Background: an optimization exercise with open tools, aiming at small area, a short achievable clock period and few clock cycles per item. Do not read the settings as production practice.

==> violet: inputs <==
==> flow/design.v (excerpt) <==
module simple_generic_matrix_mult #(
    parameter integer M = 3,
    parameter integer N = 3,
    parameter integer P = 3,
    parameter integer DATA_WIDTH = 8
)(
    input  wire clk,
    input  wire rst,
    input  wire start,
    input  wire signed [DATA_WIDTH-1:0] a_in,
    input  wire [$clog2(M*N)-1:0] a_addr,
    input  wire a_wen,
    input  wire signed [DATA_WIDTH-1:0] b_in,
    input  wire [$clog2(N*P)-1:0] b_addr,
    input  wire b_wen,
    output reg [2*DATA_WIDTH-1:0] c_out,
    output reg c_valid,
    output reg done
);
export LEC_CHECK = 0
export ABC_CLOCK_PERIOD_IN_PS = 3000
export CAP_MARGIN = 20
export CORE_MARGIN = 2
export CORE_UTILIZATION = 70
export CTS_BUF_LIST = sky130_fd_sc_hd__clkbuf_8
export CTS_CLUSTER_DIAMETER = 60
export CTS_CLUSTER_SIZE = 14
export SLEW_MARGIN = 20
export SYNTH_HIERARCHICAL = 1
export SYNTH_MINIMUM_KEEP_SIZE = 0
create_clock -name core_clock -period 10.0 [get_ports {clk}]
standard.sh (not shown) runs the stock make flow with config.mk's settings and CLKGATE_MAP_FILE= SYNTH_SCRIPT=/design/flow/synth_recipe.tcl, a recipe that flattens the netlist after the stock synthesis.
==> flow/flow/run.sh <==
#!/bin/bash
set -euo pipefail
bash standard.sh SETUP_SLACK_MARGIN=7 "BUFFER_PORTS_ARGS=-buffer_cell sky130_fd_sc_hd__buf_2" finish > standard_flow.log 2>&1
==> umber (differences from violet) <==
--- a/flow/design.v
+++ b/flow/design.v
@@ -37,31 +37,19 @@
     genvar x;
     generate
         for (x = 0; x < 9; x = x + 1) begin : st
             wire wa = a_wen & (a_addr == x);
             wire wb = b_wen & (b_addr == x);
             wire ha = ~(wa | rot_a);
             wire hb = ~(wb | rot_b);
-            if (x < 3) begin : ao
-                always @(posedge clk)
-                    Am[8*x +: 8] <= ({8{wa}} & a_in) | ({8{rot_a}} & Am[8*((x + 3) % 9) +: 8])
-                                  | ({8{ha}} & Am[8*x +: 8]);
-            end else begin : ae
-                always @(posedge clk)
-                    if (rot_a) Am[8*x +: 8] <= Am[8*((x + 3) % 9) +: 8];
-                    else if (wa) Am[8*x +: 8] <= a_in;
-            end
-            if (x % 3 == 0) begin : bo
-                always @(posedge clk)
-                    Bm[8*x +: 8] <= ({8{wb}} & b_in) | ({8{rot_b}} & Bm[8*(x + 1) +: 8])
-                                  | ({8{hb}} & Bm[8*x +: 8]);
-            end else begin : be
-                always @(posedge clk)
-                    if (rot_b) Bm[8*x +: 8] <= Bm[8*((x % 3 == 2) ? x - 2 : x + 1) +: 8];
-                    else if (wb) Bm[8*x +: 8] <= b_in;
+            always @(posedge clk) begin
+                Am[8*x +: 8] <= ({8{wa}} & a_in) | ({8{rot_a}} & Am[8*((x + 3) % 9) +: 8])
+                              | ({8{ha}} & Am[8*x +: 8]);
+                Bm[8*x +: 8] <= ({8{wb}} & b_in) | ({8{rot_b}} & Bm[8*((x % 3 == 2) ? x - 2 : x + 1) +: 8])
+                              | ({8{hb}} & Bm[8*x +: 8]);
             end
         end
     endgenerate
     wire [7:0] ma0 = Am[7:0], ma1 = Am[15:8], ma2 = Am[23:16];
     wire [7:0] mb0 = Bm[7:0], mb1 = Bm[31:24], mb2 = Bm[55:48];
     wire [7:0] a0 = ma0, a1 = ma1, a2 = ma2, b0 = mb0, b1 = mb1, b2 = mb2;
     wire pp0_0_0, pp0_0_1, pp0_0_2, pp0_0_3, pp0_0_4, pp0_0_5, pp0_0_6, pp0_0_7, pp0_1_0, pp0_1_1, pp0_1_2, pp0_1_3, pp0_1_4, pp0_1_5, pp0_1_6, pp0_1_7, pp0_2_0, pp0_2_1, pp0_2_2, pp0_2_3, pp0_2_4, pp0_2_5, pp0_2_6, pp0_2_7, pp0_3_0, pp0_3_1, pp0_3_2, pp0_3_3, pp0_3_4, pp0_3_5, pp0_3_6, pp0_3_7, pp0_4_0, pp0_4_1, pp0_4_2, pp0_4_3, pp0_4_4, pp0_4_5, pp0_4_6, pp0_4_7, pp0_5_0, pp0_5_1, pp0_5_2, pp0_5_3, pp0_5_4, pp0_5_5, pp0_5_6, pp0_5_7, pp0_6_0, pp0_6_1, pp0_6_2, pp0_6_3, pp0_6_4, pp0_6_5, pp0_6_6, pp0_6_7, pp0_7_0, pp0_7_1, pp0_7_2, pp0_7_3, pp0_7_4, pp0_7_5, pp0_7_6, pp0_7_7, pp1_0_0, pp1_0_1, pp1_0_2, pp1_0_3, pp1_0_4, pp1_0_5, pp1_0_6, pp1_0_7, pp1_1_0, pp1_1_1, pp1_1_2, pp1_1_3, pp1_1_4, pp1_1_5, pp1_1_6, pp1_1_7, pp1_2_0, pp1_2_1, pp1_2_2, pp1_2_3, pp1_2_4, pp1_2_5, pp1_2_6, pp1_2_7, pp1_3_0, pp1_3_1, pp1_3_2, pp1_3_3, pp1_3_4, pp1_3_5, pp1_3_6, pp1_3_7, pp1_4_0, pp1_4_1, pp1_4_2, pp1_4_3, pp1_4_4, pp1_4_5, pp1_4_6, pp1_4_7, pp1_5_0, pp1_5_1, pp1_5_2, pp1_5_3, pp1_5_4, pp1_5_5, pp1_5_6, pp1_5_7, pp1_6_0, pp1_6_1, pp1_6_2, pp1_6_3, pp1_6_4, pp1_6_5, pp1_6_6, pp1_6_7, pp1_7_0, pp1_7_1, pp1_7_2, pp1_7_3, pp1_7_4, pp1_7_5, pp1_7_6, pp1_7_7, pp2_0_0, pp2_0_1, pp2_0_2, pp2_0_3, pp2_0_4, pp2_0_5, pp2_0_6, pp2_0_7, pp2_1_0, pp2_1_1, pp2_1_2, pp2_1_3, pp2_1_4, pp2_1_5, pp2_1_6, pp2_1_7, pp2_2_0, pp2_2_1, pp2_2_2, pp2_2_3, pp2_2_4, pp2_2_5, pp2_2_6, pp2_2_7, pp2_3_0, pp2_3_1, pp2_3_2, pp2_3_3, pp2_3_4, pp2_3_5, pp2_3_6, pp2_3_7, pp2_4_0, pp2_4_1, pp2_4_2, pp2_4_3, pp2_4_4, pp2_4_5, pp2_4_6, pp2_4_7, pp2_5_0, pp2_5_1, pp2_5_2, pp2_5_3, pp2_5_4, pp2_5_5, pp2_5_6, pp2_5_7, pp2_6_0, pp2_6_1, pp2_6_2, pp2_6_3, pp2_6_4, pp2_6_5, pp2_6_6, pp2_6_7, pp2_7_0, pp2_7_1, pp2_7_2, pp2_7_3, pp2_7_4, pp2_7_5, pp2_7_6, pp2_7_7, s1, c2, s3, c4, s5, c6, s7, c8, s9, c10, s11, c12, s13, c14, s15, c16, s17, c18, s19, c20, s21, c22, s23, c24, s25, c26, s27, c28, s29, c30, s31, c32, s33, c34, s35, c36, s37, c38, s39, c40, s41, c42, s43, c44, s45, c46, s47, c48, s49, c50, s51, c52, s53, c54, s55, c56, s57, c58, s59, c60, s61, c62, s63, c64, s65, c66, s67, c68, s69, c70, s71, c72, s73, c74, s75, c76, s77, c78, s79, c80, s81, c82, s83, c84, s85, c86, s87, c88, s89, c90, s91, c92, s93, c94, s95, c96, s97, c98, s99, c100, s101, c102, s103, c104, s105, c106, s107, c108, s109, c110, s111, c112, s113, c114, s115, c116, s117, c118, s119, c120, s121, c122, s123, c124, s125, c126, s127, c128, s129, c130, s131, c132, s133, c134, s135, c136, s137, c138, s139, c140, s141, c142, s143, c144, s145, c146, s147, c148, s149, c150, s151, c152, s153, c154, s155, c156, s157, c158, s159, c160, s161, c162, s163, c164, s165, c166, s167, c168, s169, c170, s171, c172, s173, c174, s175, c176, s177, c178, s179, c180, s181, c182, s183, c184, s185, c186, s187, c188, s189, c190, s191, c192, s193, c194, s195, c196, s197, c198, s199, c200, s201, c202, s203, c204, s205, c206, s207, c208, s209, c210, s211, c212, s213, c214, s215, c216, s217, c218, s219, c220, s221, c222, s223, c224, s225, c226, s227, c228, s229, c230, s231, c232, s233, c234, s235, c236, s237, c238, s239, c240, s241, c242, s243, c244, s245, c246, s247, c248, s249, c250, s251, c252, s253, c254, s255, c256, s257, c258, s259, c260, s261, c262, s263, c264, s265, c266, s267, c268, s269, c270, s271, c272, s273, c274, s275, c276, s277, c278, s279, c280, s281, c282, s283, c284, s285, c286, s287, c288, s289, c290, s291, c292, s293, c294, s295, c296, s297, c298, s299, c300, s301, c302, s303, c304, s305, c306, s307, c308, s309, c310, s311, s312, c313, s314, c315, s316, c317, s318, c319, s320, c321, s322, c323, s324, c325, s326, c327, s328, c329, s330, c331, s332, c333, s334, c335, s336, c337, s338, c339, s340, c341, s342, c343, s344, c345, s346, c347, s348, c349, s350;
==> xenon (differences from violet) <==
--- a/flow/design.v
+++ b/flow/design.v
@@ -355,15 +355,15 @@
     mm_fa u_s179 (.a(s161), .b(s163), .c(s165), .s(s179), .co(c180));
     mm_fa u_s181 (.a(s167), .b(s169), .c(s171), .s(s181), .co(c182));
     mm_fa u_s183 (.a(c138), .b(c140), .c(c142), .s(s183), .co(c184));
     mm_fa u_s185 (.a(c144), .b(c146), .c(s173), .s(s185), .co(c186));
     mm_fa u_s187 (.a(s175), .b(s177), .c(s179), .s(s187), .co(c188));
     mm_fa u_s189 (.a(s181), .b(c148), .c(c150), .s(s189), .co(c190));
     mm_fa u_s191 (.a(c152), .b(s183), .c(s185), .s(s191), .co(c192));
-    mm_fa u_s193 (.a(s187), .b(c154), .c(s189), .s(s193), .co(c194));
+    mm_fa u_s193 (.a(s187), .b(c154), .c(c156), .s(s193), .co(c194));
     assign s195 = ~(pp0_2_7 ^ pp0_3_6);
     assign c196 = pp0_2_7 | pp0_3_6;
     mm_fa u_s197 (.a(pp0_4_5), .b(pp0_5_4), .c(pp0_6_3), .s(s197), .co(c198));
     mm_fa u_s199 (.a(pp0_7_2), .b(pp1_2_7), .c(pp1_3_6), .s(s199), .co(c200));
     mm_fa u_s201 (.a(pp1_4_5), .b(pp1_5_4), .c(pp1_6_3), .s(s201), .co(c202));
     mm_fa u_s203 (.a(pp1_7_2), .b(pp2_2_7), .c(pp2_3_6), .s(s203), .co(c204));
     mm_fa u_s205 (.a(pp2_4_5), .b(pp2_5_4), .c(pp2_6_3), .s(s205), .co(c206));
@@ -386,15 +386,15 @@
     mm_fa u_s239 (.a(c202), .b(c204), .c(c206), .s(s239), .co(c240));
     mm_fa u_s241 (.a(s227), .b(s229), .c(s231), .s(s241), .co(c242));
     mm_fa u_s243 (.a(s233), .b(s235), .c(c208), .s(s243), .co(c244));
     mm_fa u_s245 (.a(c210), .b(c212), .c(c214), .s(s245), .co(c246));
     mm_fa u_s247 (.a(s237), .b(s239), .c(s241), .s(s247), .co(c248));
     mm_fa u_s249 (.a(c216), .b(c218), .c(c220), .s(s249), .co(c250));
     mm_fa u_s251 (.a(s243), .b(s245), .c(s247), .s(s251), .co(c252));
-    mm_fa u_s253 (.a(c222), .b(s249), .c(c224), .s(s253), .co(c254));
+    mm_fa u_s253 (.a(c222), .b(c224), .c(s249), .s(s253), .co(c254));
     mm_fa u_s255 (.a(pp0_4_7), .b(pp0_5_6), .c(pp0_6_5), .s(s255), .co(c256));
     mm_fa u_s257 (.a(pp0_7_4), .b(pp1_4_7), .c(pp1_5_6), .s(s257), .co(c258));
     mm_fa u_s259 (.a(pp1_6_5), .b(pp1_7_4), .c(pp2_4_7), .s(s259), .co(c260));
     mm_fa u_s261 (.a(pp2_5_6), .b(pp2_6_5), .c(pp2_7_4), .s(s261), .co(c262));
     mm_fa u_s263 (.a(c228), .b(c230), .c(c232), .s(s263), .co(c264));
     mm_fa u_s265 (.a(c234), .b(c236), .c(s255), .s(s265), .co(c266));
     mm_fa u_s267 (.a(s257), .b(s259), .c(s261), .s(s267), .co(c268));
@@ -411,78 +411,78 @@
     mm_fa u_s289 (.a(c268), .b(s283), .c(s285), .s(s289), .co(c290));
     mm_fa u_s291 (.a(c270), .b(c272), .c(s287), .s(s291), .co(c292));
     mm_fa u_s293 (.a(pp0_6_7), .b(pp0_7_6), .c(pp1_6_7), .s(s293), .co(c294));
     mm_fa u_s295 (.a(pp1_7_6), .b(pp2_6_7), .c(pp2_7_6), .s(s295), .co(c296));
     mm_fa u_s297 (.a(c278), .b(c280), .c(c282), .s(s297), .co(c298));
     mm_fa u_s299 (.a(s293), .b(s295), .c(c284), .s(s299), .co(c300));
     mm_fa u_s301 (.a(c286), .b(s297), .c(c288), .s(s301), .co(c302));
-    mm_fa u_s303 (.a(s299), .b(c290), .c(s301), .s(s303), .co(c304));
+    mm_fa u_s303 (.a(s299), .b(c290), .c(c292), .s(s303), .co(c304));
     mm_fa u_s305 (.a(pp0_7_7), .b(pp1_7_7), .c(pp2_7_7), .s(s305), .co(c306));
     mm_fa u_s307 (.a(c294), .b(c296), .c(s305), .s(s307), .co(c308));
     mm_fa u_s309 (.a(c298), .b(s307), .c(c300), .s(s309), .co(c310));
     assign s311 = 1'b1 ^ c306 ^ c308;
     mm_fa u_s312 (.a(ra_s57), .b(ra_c38), .c(ra_s59), .s(s312), .co(c313));
     mm_fa u_s314 (.a(ra_s85), .b(ra_s87), .c(c313), .s(s314), .co(c315));
-    mm_fa u_s316 (.a(ra_s117), .b(ra_c86), .c(ra_s119), .s(s316), .co(c317));
+    mm_fa u_s316 (.a(ra_c86), .b(ra_s117), .c(ra_s119), .s(s316), .co(c317));
     mm_fa u_s318 (.a(ra_c88), .b(s316), .c(c315), .s(s318), .co(c319));
     mm_fa u_s320 (.a(ra_c120), .b(ra_s155), .c(ra_s157), .s(s320), .co(c321));
     mm_fa u_s322 (.a(c317), .b(s320), .c(c319), .s(s322), .co(c323));
-    mm_fa u_s324 (.a(ra_c156), .b(ra_s191), .c(ra_c158), .s(s324), .co(c325));
+    mm_fa u_s324 (.a(ra_s189), .b(ra_s191), .c(ra_c158), .s(s324), .co(c325));
     mm_fa u_s326 (.a(ra_s193), .b(c321), .c(s324), .s(s326), .co(c327));
-    mm_fa u_s328 (.a(ra_s221), .b(ra_c192), .c(ra_s223), .s(s328), .co(c329));
+    mm_fa u_s328 (.a(ra_c192), .b(ra_s221), .c(ra_s223), .s(s328), .co(c329));
     mm_fa u_s330 (.a(ra_c194), .b(ra_s225), .c(c325), .s(s330), .co(c331));
     mm_fa u_s332 (.a(s328), .b(c327), .c(s330), .s(s332), .co(c333));
-    mm_fa u_s334 (.a(ra_c226), .b(ra_s251), .c(ra_s253), .s(s334), .co(c335));
+    mm_fa u_s334 (.a(ra_s251), .b(ra_c226), .c(ra_s253), .s(s334), .co(c335));
     mm_fa u_s336 (.a(c329), .b(s334), .c(c331), .s(s336), .co(c337));
-    mm_fa u_s338 (.a(ra_c252), .b(ra_s273), .c(ra_s275), .s(s338), .co(c339));
-    mm_fa u_s340 (.a(ra_c254), .b(c335), .c(s338), .s(s340), .co(c341));
+    mm_fa u_s338 (.a(ra_c252), .b(ra_s273), .c(ra_c254), .s(s338), .co(c339));
+    mm_fa u_s340 (.a(ra_s275), .b(c335), .c(s338), .s(s340), .co(c341));
     mm_fa u_s342 (.a(ra_s289), .b(ra_c274), .c(ra_s291), .s(s342), .co(c343));
     mm_fa u_s344 (.a(ra_c276), .b(c339), .c(s342), .s(s344), .co(c345));
-    mm_fa u_s346 (.a(ra_c292), .b(ra_s303), .c(c343), .s(s346), .co(c347));
+    mm_fa u_s346 (.a(ra_s301), .b(ra_s303), .c(c343), .s(s346), .co(c347));
     mm_fa u_s348 (.a(ra_c302), .b(ra_s309), .c(ra_c304), .s(s348), .co(c349));
     assign s350 = ra_s311 ^ ra_c310 ^ c349;
-    reg ra_s1, ra_s7, ra_s19, ra_s37, ra_s57, ra_c38, ra_s59, ra_s85, ra_s87, ra_s117, ra_c86, ra_s119, ra_c88, ra_c120, ra_s155, ra_s157, ra_c156, ra_s191, ra_c158, ra_s193, ra_s221, ra_c192, ra_s223, ra_c194, ra_s225, ra_c226, ra_s251, ra_s253, ra_c252, ra_s273, ra_s275, ra_c254, ra_s289, ra_c274, ra_s291, ra_c276, ra_c292, ra_s303, ra_c302, ra_s309, ra_c304, ra_s311, ra_c310;
+    reg ra_s1, ra_s7, ra_s19, ra_s37, ra_s57, ra_c38, ra_s59, ra_s85, ra_s87, ra_c86, ra_s117, ra_s119, ra_c88, ra_c120, ra_s155, ra_s157, ra_s189, ra_s191, ra_c158, ra_s193, ra_c192, ra_s221, ra_s223, ra_c194, ra_s225, ra_s251, ra_c226, ra_s253, ra_c252, ra_s273, ra_c254, ra_s275, ra_s289, ra_c274, ra_s291, ra_c276, ra_s301, ra_s303, ra_c302, ra_s309, ra_c304, ra_s311, ra_c310;
     always @(posedge clk) begin
         ra_s1 <= s1;
         ra_s7 <= s7;
         ra_s19 <= s19;
         ra_s37 <= s37;
         ra_s57 <= s57;
         ra_c38 <= c38;
         ra_s59 <= s59;
         ra_s85 <= s85;
         ra_s87 <= s87;
-        ra_s117 <= s117;
         ra_c86 <= c86;
+        ra_s117 <= s117;
         ra_s119 <= s119;
         ra_c88 <= c88;
         ra_c120 <= c120;
         ra_s155 <= s155;
         ra_s157 <= s157;
-        ra_c156 <= c156;
+        ra_s189 <= s189;
         ra_s191 <= s191;
         ra_c158 <= c158;
         ra_s193 <= s193;
-        ra_s221 <= s221;
         ra_c192 <= c192;
+        ra_s221 <= s221;
         ra_s223 <= s223;
         ra_c194 <= c194;
         ra_s225 <= s225;
-        ra_c226 <= c226;
         ra_s251 <= s251;
+        ra_c226 <= c226;
         ra_s253 <= s253;
         ra_c252 <= c252;
         ra_s273 <= s273;
-        ra_s275 <= s275;
         ra_c254 <= c254;
+        ra_s275 <= s275;
         ra_s289 <= s289;
         ra_c274 <= c274;
         ra_s291 <= s291;
         ra_c276 <= c276;
-        ra_c292 <= c292;
+        ra_s301 <= s301;
         ra_s303 <= s303;
         ra_c302 <= c302;
         ra_s309 <= s309;
         ra_c304 <= c304;
         ra_s311 <= s311;
         ra_c310 <= c310;
     end
==> out/results.ini <==
[run_status]
status = finished clean

[routing]
via_per_inst = 6.36
wl_met2_mm = 14.2

[finish]
final_common_cell = nand2_1
postLayoutCellArea_um2 = 13900
area_growth_pct = 13.1

[placement]
dp_hpwl_mm = 20.6

[worst_setup_path]
cp_slowest_stage_delay_ns = 0.37
r2r-start = Bm[25]

[synth]
syn-num-nets = 1213
synth_cell_types = 48
synth-simple-area-share = 0.110
syn_inst = 998

[clocking]
cts_setup_buffers = 23
cts_resized = 114

[grt]
grtUsageMet3 = 0.0802

[end of results for xenon]
==> out/results.ini <==
[routing]
via_per_inst = 6.51
wl_met2_mm = 14.3

[finish]
area_growth_pct = 11.0
final_common_cell = dfxtp_1

[run_status]
status = finished clean

[placement]
dp_hpwl_mm = 20.5

[worst_setup_path]
cp_slowest_stage_delay_ns = 0.54

[synth]
synth_cell_types = 46
syn-num-nets = 1316
syn_inst = 1101

[grt]
grtUsageMet3 = 0.0593

[clocking]
cts_setup_buffers = 13

[end of results for umber]
==> out/results.ini <==
[worst_setup_path]
cp_slowest_stage_delay_ns = 0.55
r2r-start = Am[12]

[synth]
synth-simple-area-share = 0.110
synth_cell_types = 48
syn_inst = 998

[run_status]
status = finished clean

[routing]
wl_met2_mm = 14.0
via_per_inst = 6.37

[clocking]
cts_resized = 123

[finish]
postLayoutCellArea_um2 = 13700

[end of results for violet]
No run of this note included a check of the RTL's function; only the layout flow was run.

==> what the ideal ports hide <==
The flow's constraints put no driver on any port. The routed layouts listed below were extracted and timed again, unchanged, in two steps.
Step 1 assumes that a clkbuf_16 drives the clock port and a buf_2 every other input.
Step 2 moves the port delays by t, midway between the first and last clock arrival at a register: inputs arrive t later, outputs are due t later. That takes back most of the time a late clock gives input paths.
a / b / c = ideal ports / drivers / drivers and shift; a / b = the first two.
| run | t (ns) | setup slack, ns | worst register clock-pin slew, ns | worst slew at a driven data input, ns |
|---|---|---|---|---|
| violet | 0.559 | 6.937 / 6.931 / 6.476 | 0.10 / 0.10 | 0.04 |
| umber | 0.556 | 6.931 / 6.931 / 6.481 | 0.09 / 0.09 | 0.03 |
| xenon | 0.564 | 6.958 / 6.918 / 6.499 | 0.09 / 0.09 | 0.04 |
After both steps every run listed still meets setup and hold. For violet, which loses most, drivers alone change the setup slack by -0.006 ns; drivers and shift together by -0.461 ns.
